From an optimization exercise on the open Yosys and OpenROAD flow, aimed at small area, a short achievable clock period and few clock cycles per item; shortcuts taken in it are not production practice. Where RTL was checked, it was by simulation tests only, not by an equivalence proof against the original.

==> run a <==
==> flow/design.v <==
module integer_sqrt #(parameter K = 1, parameter S = 1) (clk, start, odd, frac, root, done);
    input clk;
    input start;
    input odd;
    input [51:0] frac;
    output [27:0] root;
    output done;
    localparam C  = (28 - S) / K;    
    localparam CW = (C < 16) ? 4 : 5;
    reg [28:0] q;                    
    reg [29:0] rem;                  
    reg [CW-1:0] cnt;                
    reg [2*K-1:0] p;                 
    assign root = q[27:0];
    assign done = q[28];
    function [2*K-1:0] fetch;
        input [CW-1:0] c;
        input e0;
        reg [K-1:0] ev;              
        reg [K:0]   od;              
        integer n, k, i;
        begin
            ev = 0;
            od = 0;
            for (n = 0; n < C; n = n + 1)
                if (c == n)
                    for (k = 0; k <= K; k = k + 1) begin
                        i = 25 - S - K*n - k;
                        if (k < K && i >= 0) ev[K-1-k] = frac[2*i];
                        if (i >= 0) od[K-k] = frac[2*i+1];
                    end
            for (k = 0; k < K; k = k + 1)
                fetch[2*K-1-2*k -: 2] = e0 ? {od[K-k], ev[K-1-k]} : {ev[K-1-k], od[K-1-k]};
        end
    endfunction
    localparam TW = 2*S + 2;
    function [2*S+2:0] topsqrt;      
        input [TW-1:0] mt;
        reg [S:0] r;
        reg [S+1:0] m;
        reg [S+3:0] t;
        integer u;
        begin
            r = 1;
            m = mt[TW-1:TW-2] - 1'b1;
            for (u = 0; u < S; u = u + 1) begin
                t = {m, mt[2*S-1-2*u -: 2]} - {r, 2'b01};
                if (!t[S+3]) begin
                    m = t;
                    r = {r, 1'b1};
                end else begin
                    m = {m, mt[2*S-1-2*u -: 2]};
                    r = {r, 1'b0};
                end
            end
            topsqrt = {r, m};
        end
    endfunction
    wire [2*S+2:0] top_odd  = topsqrt({2'b01, frac[51 -: 2*S]});
    wire [2*S+2:0] top_even = topsqrt({1'b1, frac[51 -: 2*S+1]});
    wire [S:0] r0 = odd ? top_odd[2*S+2 -: S+1] : top_even[2*S+2 -: S+1];
    wire [S+1:0] m0 = odd ? top_odd[S+1:0] : top_even[S+1:0];
    wire [29:0] rs [0:K/2];
    wire [28:0] qs [0:K/2];
    assign rs[0] = rem;
    assign qs[0] = q;
    genvar g;
    generate
        for (g = 0; g < K/2; g = g + 1) begin : stage
            wire [1:0] p1 = p[2*K-1-4*g -: 2];
            wire [1:0] p2 = p[2*K-3-4*g -: 2];
            wire sg = rs[g][29];
            wire [28:0] qn = qs[g] ^ {29{~sg}};
            wire [30:0] t1 = {rs[g][28:0], p1} + {qn, 2'b11};
            wire [30:0] x = {rs[g][26:0], p1, p2};
            wire [30:0] t2s = x + {qn, 3'b111};
            wire [30:0] t2b = x + {qn, 4'b1111} + {qn, 3'b000};
            wire s1 = t1[30];
            wire [30:0] t2 = (s1 == sg) ? t2b : t2s;
            assign rs[g+1] = {t2[30], t2[28:0]};
            assign qs[g+1] = {qs[g][26:0], ~s1, ~t2[30]};
        end
    endgenerate
    always @(posedge clk) begin
        if (start) begin
            q   <= r0;
            rem <= m0;
            cnt <= 1;
            p   <= fetch(0, odd);
        end else begin
            if (!q[28]) q <= qs[K/2];
            rem <= rs[K/2];
            cnt <= cnt + 1'b1;
            p   <= fetch(cnt, odd);
        end
    end
endmodule
module fp_sqrt(reset, clk, i_sign, i_exp, i_frac, ready, o_sign, o_exp, o_frac);
    input reset;
    input clk;
    input i_sign;
    input wire [10:0] i_exp;
    input wire [51:0] i_frac;
    output wire ready;
    output reg o_sign;
    output reg [10:0] o_exp;
    output wire [51:0] o_frac;
    wire [27:0] root;
    always @(posedge clk) begin
        if (reset) begin
            o_sign <= i_sign;
            o_exp  <= (i_exp >> 1) + 11'd511 + i_exp[0];
        end
    end
    integer_sqrt #(.K(2), .S(2)) rooter(.clk(clk), .start(reset), .odd(i_exp[0]),
                        .frac(i_frac), .root(root), .done(ready));
    assign o_frac = {root, 24'd0};
endmodule
==> flow/flow/run.sh <==
#!/bin/bash
# The standard layout (the standard.sh, standard synthesis unchanged) with
# two changes to how the layout is made: the port buffers use the smallest
# buffer cell, and timing repair aims for 7 ns of setup slack.
set -o pipefail
bash standard.sh "BUFFER_PORTS_ARGS=-buffer_cell sky130_fd_sc_hd__buf_1" SETUP_SLACK_MARGIN=7  finish > flow_make.log 2>&1
==> flow/standard.sh <==
#!/bin/bash
# synth_recipe.tcl (not shown) runs the flow's synth.tcl, then flattens the netlist and writes it again
# the make line also repeats each setting of config.mk as NAME=value (left out here)
make -C /OpenROAD-flow-scripts/flow DESIGN_CONFIG=/design/flow/config.mk WORK_HOME=/design/flow/orfs CLKGATE_MAP_FILE= SYNTH_SCRIPT=/design/flow/synth_recipe.tcl "${@:-finish}"
==> flow/config.mk <==
export PLATFORM = sky130hd
export DESIGN_NAME = fp_sqrt
export DESIGN_NICKNAME = fp_sqrt
export VERILOG_FILES = /design/flow/design.v
export SDC_FILE = /design/flow/constraint.sdc
export NUM_CORES = 4
export LEC_CHECK = 0
export ABC_CLOCK_PERIOD_IN_PS = 2500
export CAP_MARGIN = 20
export CORE_MARGIN = 2
export CORE_UTILIZATION = 40
export SETUP_SLACK_MARGIN = 5
export SLEW_MARGIN = 20
==> flow/constraint.sdc <==
create_clock -name core_clock -period 11.0 [get_ports {clk}]
set_input_delay 2.2000 -clock core_clock [delete_from_list [all_inputs] [get_ports {clk}]]
set_output_delay 2.2000 -clock core_clock [all_outputs]
set_load 0.01 [all_outputs]
==> run b (differences from run a) <==
--- a/flow/design.v
+++ b/flow/design.v
@@ -10,2 +10,3 @@
     reg [28:0] q;                    
+    reg rdy;                         
     reg [29:0] rem;                  
@@ -14,3 +15,3 @@
     assign root = q[27:0];
-    assign done = q[28];
+    assign done = rdy;
     function [2*K-1:0] fetch;
@@ -86,2 +87,3 @@
             q   <= r0;
+            rdy <= 1'b0;
             rem <= m0;
@@ -91,2 +93,3 @@
             if (!q[28]) q <= qs[K/2];
+            rdy <= rdy | q[28-K];
             rem <= rs[K/2];
==> flow/flow/run.sh (replaced) <==
#!/bin/bash
# The standard layout (the standard.sh, standard synthesis unchanged) with
# two changes to how the layout is made: the port buffers use the smallest
# buffer cell, and timing repair aims for 7.5 ns of setup slack.
set -o pipefail
bash standard.sh "BUFFER_PORTS_ARGS=-buffer_cell sky130_fd_sc_hd__buf_1" SETUP_SLACK_MARGIN=7.5  finish > flow_make.log 2>&1
==> results.yml <==
critical_path:
  crit_chain: "buf_1"
timing:
  holdWs_ps: 449
outcome:
  status: "timing/DRC/antenna clean"
synthesis:
  yosys-top-cells-area: "ha_1 19%, dfxtp_1 15%, xnor2_1 7.2%"
cells_and_area:
  fillers: 2163
Source of the figures above: run a

==> results.yml <==
critical_path:
  crit_chain: "buf_4 -> xor2_1 -> ha_1 -> ha_4 -> a21o_1 -> a21oi_1 -> a21oi_2 -> o211ai_1 -> o31ai_4 -> a31oi_4 -> o311a_1 -> o32a_1 -> nor3b_1"
  endpoint: "rooter.q[0]$_DFFE_PP_"
  rrSetupSlack_ps: 7430
floorplan:
  dieArea_um2: 22500
outcome:
  status: "timing/DRC/antenna clean"
timing:
  holdWs_ps: 445
clocking:
  post_cts_resized: 51
detailed_routing:
  dr.first_iter.drc_count: 392
cells_and_area:
  final_util_pct: 48.1
  drive_gt1_share_pct: 13.0
synthesis:
  ys_warn_count: 72
  yosys-top-cells-area: "ha_1 18%, dfxtp_1 15%, xnor2_1 7.1%"
Source of the figures above: run b

Testbench counts of run a, summed over its fixed seeds: cycles 26,880, items 1,920.
No functional check of the RTL was part of run b.

---

==> garnet: inputs <==
Another version of the RTL of fp_sqrt (not shown whole).
==> module integer_sqrt, before the edit <==
module integer_sqrt #(parameter K = 1, parameter S = 0) (clk, start, odd, frac, root, done);
    input clk;
    input start;
    input odd;
    input [51:0] frac;
    output [27:0] root;
    output done;
    localparam C  = (28 - S) / K;    
    localparam CW = $clog2(C + 1);
    reg [28:0] q;                    
    reg signed [30:0] rem;           
    reg [CW-1:0] cnt;                
    reg [2*K-1:0] p;                 
    assign root = q[27:0];
    assign done = q[28];
    function [2*K-1:0] fetch;
        input [CW-1:0] c;
        input e0;
        reg [K-1:0] ev;              
        reg [K:0]   od;              
        integer n, k, i;
        begin
            ev = 0;
            od = 0;
            for (n = 0; n < C; n = n + 1)
                if (c == n)
                    for (k = 0; k <= K; k = k + 1) begin
                        i = 25 - S - K*n - k;
                        if (k < K && i >= 0) ev[K-1-k] = frac[2*i];
                        if (i >= 0) od[K-k] = frac[2*i+1];
                    end
            for (k = 0; k < K; k = k + 1)
                fetch[2*K-1-2*k -: 2] = e0 ? {od[K-k], ev[K-1-k]} : {ev[K-1-k], od[K-1-k]};
        end
    endfunction
    localparam TW = 2*S + 2;
    wire [TW-1:0] mtop = odd ? {2'b01, frac[51 -: 2*S]} : {1'b1, frac[51 -: 2*S+1]};
    reg [S:0] r0;
    reg [S+1:0] m0;
    reg [S+3:0] tt;
    integer u;
    always @(*) begin
        r0 = 1;
        m0 = mtop[TW-1:TW-2] - 1'b1;
        for (u = 0; u < S; u = u + 1) begin
            tt = {m0, mtop[2*S-1-2*u -: 2]} - {r0, 2'b01};
            if (!tt[S+3]) begin
                m0 = tt;
                r0 = {r0, 1'b1};
            end else begin
                m0 = {m0, mtop[2*S-1-2*u -: 2]};
                r0 = {r0, 1'b0};
            end
        end
    end
    reg signed [30:0] r;
    reg [28:0] qq;
    reg [1:0] pp;
    reg sg;
    integer s;
    always @(*) begin
        r = rem;
        qq = q;
        for (s = 0; s < K; s = s + 1) begin
            pp = p[2*K-1-2*s -: 2];
            sg = r[30];
            r = {r[28:0] + (qq ^ {29{~sg}}) + (pp != 2'b00), pp - 2'b01};
            qq = {qq[27:0], ~r[30]};
        end
    end
    always @(posedge clk) begin
        if (start) begin
            q   <= r0;
            rem <= m0;
            cnt <= 1;
            p   <= fetch(0, odd);
        end else begin
            if (!q[28]) q <= qq;
            rem <= r;
            cnt <= cnt + 1'b1;
            p   <= fetch(cnt, odd);
        end
    end
endmodule
==> module fp_sqrt, before the edit <==
module fp_sqrt(reset, clk, i_sign, i_exp, i_frac, ready, o_sign, o_exp, o_frac);
    input reset;
    input clk;
    input i_sign;
    input wire [10:0] i_exp;
    input wire [51:0] i_frac;
    output wire ready;
    output reg o_sign;
    output reg [10:0] o_exp;
    output wire [51:0] o_frac;
    wire [27:0] root;
    always @(posedge clk) begin
        if (reset) begin
            o_sign <= i_sign;
            o_exp  <= (i_exp >> 1) + 11'd511 + i_exp[0];
        end
    end
    integer_sqrt #(.K(1), .S(2)) rooter(.clk(clk), .start(reset), .odd(i_exp[0]),
                        .frac(i_frac), .root(root), .done(ready));
    assign o_frac = {root, 24'd0};
endmodule
Settings: LEC_CHECK=0, ABC_CLOCK_PERIOD_IN_PS=2500, CAP_MARGIN=20, CORE_MARGIN=2, CORE_UTILIZATION=40, SETUP_SLACK_MARGIN=5, SLEW_MARGIN=20; clock period 11.0 ns.
standard.sh (not shown) runs the stock make flow with config.mk's settings and CLKGATE_MAP_FILE= SYNTH_SCRIPT=/design/flow/synth_recipe.tcl, a recipe that flattens the netlist after the stock synthesis.
==> flow/flow/run.sh <==
#!/bin/bash
# The standard layout (the standard.sh, standard synthesis unchanged) with
# two changes to how the layout is made: the port buffers use the smallest
# buffer cell, and timing repair aims for 8 ns of setup slack.
set -o pipefail
bash standard.sh "BUFFER_PORTS_ARGS=-buffer_cell sky130_fd_sc_hd__buf_1" SETUP_SLACK_MARGIN=8  finish > flow_make.log 2>&1
==> sierra (differences from garnet) <==
==> flow/design.v, changed modules only <==
module integer_sqrt #(parameter K = 1, parameter S = 1) (clk, start, odd, frac, root, done);
    input clk;
    input start;
    input odd;
    input [51:0] frac;
    output [27:0] root;
    output done;
    localparam C  = (28 - S) / K;    
    localparam CW = $clog2(C + 1);
    reg [28:0] q;                    
    reg [29:0] rem;                  
    reg [CW-1:0] cnt;                
    reg [2*K-1:0] p;                 
    assign root = q[27:0];
    assign done = q[28];
    function [2*K-1:0] fetch;
        input [CW-1:0] c;
        input e0;
        reg [K-1:0] ev;              
        reg [K:0]   od;              
        integer n, k, i;
        begin
            ev = 0;
            od = 0;
            for (n = 0; n < C; n = n + 1)
                if (c == n)
                    for (k = 0; k <= K; k = k + 1) begin
                        i = 25 - S - K*n - k;
                        if (k < K && i >= 0) ev[K-1-k] = frac[2*i];
                        if (i >= 0) od[K-k] = frac[2*i+1];
                    end
            for (k = 0; k < K; k = k + 1)
                fetch[2*K-1-2*k -: 2] = e0 ? {od[K-k], ev[K-1-k]} : {ev[K-1-k], od[K-1-k]};
        end
    endfunction
    localparam TW = 2*S + 2;
    wire [TW-1:0] mtop = odd ? {2'b01, frac[51 -: 2*S]} : {1'b1, frac[51 -: 2*S+1]};
    reg [S:0] r0;
    reg [S+1:0] m0;
    reg [S+3:0] tt;
    integer u;
    always @(*) begin
        r0 = 1;
        m0 = mtop[TW-1:TW-2] - 1'b1;
        for (u = 0; u < S; u = u + 1) begin
            tt = {m0, mtop[2*S-1-2*u -: 2]} - {r0, 2'b01};
            if (!tt[S+3]) begin
                m0 = tt;
                r0 = {r0, 1'b1};
            end else begin
                m0 = {m0, mtop[2*S-1-2*u -: 2]};
                r0 = {r0, 1'b0};
            end
        end
    end
    wire [29:0] rs [0:K];
    wire [28:0] qs [0:K];
    assign rs[0] = rem;
    assign qs[0] = q;
    genvar g;
    generate
        for (g = 0; g < K; g = g + 1) begin : step
            wire [1:0] pp = p[2*K-1-2*g -: 2];
            wire sg = rs[g][29];
            wire [28:0] sum;
            ksadd #(.N(29)) add(.a(rs[g][28:0]), .b(qs[g] ^ {29{~sg}}), .ci(pp != 2'b00), .s(sum));
            assign rs[g+1] = {sum[28], sum[26:0], pp - 2'b01};
            assign qs[g+1] = {qs[g][27:0], ~sum[28]};
        end
    endgenerate
    always @(posedge clk) begin
        if (start) begin
            q   <= r0;
            rem <= m0;
            cnt <= 1;
            p   <= fetch(0, odd);
        end else begin
            if (!q[28]) q <= qs[K];
            rem <= rs[K];
            cnt <= cnt + 1'b1;
            p   <= fetch(cnt, odd);
        end
    end
endmodule
module ksadd #(parameter N = 29) (input [N-1:0] a, input [N-1:0] b, input ci, output [N-1:0] s);
    wire [N-1:0] p0 = a ^ b;
    reg [N-1:0] g, p, gn, pn;
    integer i, d;
    always @(*) begin
        g = a & b; p = p0;
        g[0] = g[0] | (p0[0] & ci);
        for (d = 1; d < N; d = d * 2) begin
            gn = g; pn = p;
            for (i = d; i < N; i = i + 1) begin
                gn[i] = g[i] | (p[i] & g[i-d]);
                pn[i] = p[i] & p[i-d];
            end
            g = gn; p = pn;
        end
    end
    assign s = p0 ^ {g[N-2:0], ci};
endmodule
module fp_sqrt(reset, clk, i_sign, i_exp, i_frac, ready, o_sign, o_exp, o_frac);
    input reset;
    input clk;
    input i_sign;
    input wire [10:0] i_exp;
    input wire [51:0] i_frac;
    output wire ready;
    output reg o_sign;
    output reg [10:0] o_exp;
    output wire [51:0] o_frac;
    wire [27:0] root;
    always @(posedge clk) begin
        if (reset) begin
            o_sign <= i_sign;
            o_exp  <= (i_exp >> 1) + 11'd511 + i_exp[0];
        end
    end
    integer_sqrt #(.K(2), .S(2)) rooter(.clk(clk), .start(reset), .odd(i_exp[0]),
                        .frac(i_frac), .root(root), .done(ready));
    assign o_frac = {root, 24'd0};
endmodule
==> flow/flow/run.sh (replaced) <==
#!/bin/bash
# The standard layout (the standard.sh, standard synthesis unchanged) with
# two changes to how the layout is made: the port buffers use the smallest
# buffer cell, and timing repair aims for 6.5 ns of setup slack.
set -o pipefail
bash standard.sh "BUFFER_PORTS_ARGS=-buffer_cell sky130_fd_sc_hd__buf_1" SETUP_SLACK_MARGIN=6.5  finish > flow_make.log 2>&1
==> qor summary <==
metric                                                                  sierra                      garnet
Commonest non-fill, non-tap cell in the layout          sky130_fd_sc_hd__buf_1     sky130_fd_sc_hd__nor2_1
Post-Synth Adder-Cell Area                                               0.129                      0.0894
Detailed router's first-iteration violation count                          276                         294
Number of inserted filler cells in the final layout                       1629                        1226
Crit path buffers/inverters                                                  3                           1
Complex-gate fraction of the synthesized area                            0.206                       0.211
Crit path max-delay cell type                        sky130_fd_sc_hd__edfxtp_1  sky130_fd_sc_hd__a2111oi_2
Final Instance Count excl. Fillers                                        1150                        1004
Status                                                 complete, no violations     complete, no violations
Top cell type's share of synthesized area                                0.189                       0.224
Syn. warnings                                                              143                         137
Unique cell type count in the Yosys netlist                                 66                          70
Final critical-path share of the clock period                            0.455                       0.315
Slew @ Worst Pin                                                       1040 ps                     1140 ps
No run of this note included a check of the RTL's function; only the layout flow was run.

## port drivers added, routing unchanged
The flow's constraints put no driver on any port. The routed layouts listed below were extracted and timed again, unchanged, in two steps. Step 1: set_driving_cell puts a clkbuf_16 on clk and a buf_2 on each other input, an assumption about the parent block. Step 2, shift: input delay + t, output delay - t, t = (earliest + latest rising clock arrival at the registers) / 2. This alone moves slack from input paths to output paths. Slacks: no drivers / after step 1 / after step 2; pairs: no drivers / after step 1.
| run | t, ns | setup WS [ns] | hold slack, ns | worst setup path after step 2 | worst register clock-pin slew, ns |
|---|---|---|---|---|---|
| run a | 0.403 | 7.166 / 7.118 / 6.942 | 0.449 / 0.449 / 0.449 | input to register | 0.07 / 0.07 |
| run b | 0.391 | 7.433 / 7.433 / 7.149 | 0.445 / 0.445 / 0.445 | input to register | 0.07 / 0.07 |
| garnet | 0.376 | 7.532 / 7.486 / 7.111 | 0.439 / 0.439 / 0.439 | input to register | 0.06 / 0.06 |
| sierra | 0.393 | 5.992 / 5.992 / 5.992 | 0.464 / 0.464 / 0.464 | register to register | 0.07 / 0.07 |
After both steps every run listed still meets setup and hold. The setup slack of garnet, which loses most, moves by -0.046 ns with the drivers and by -0.421 ns with both steps.
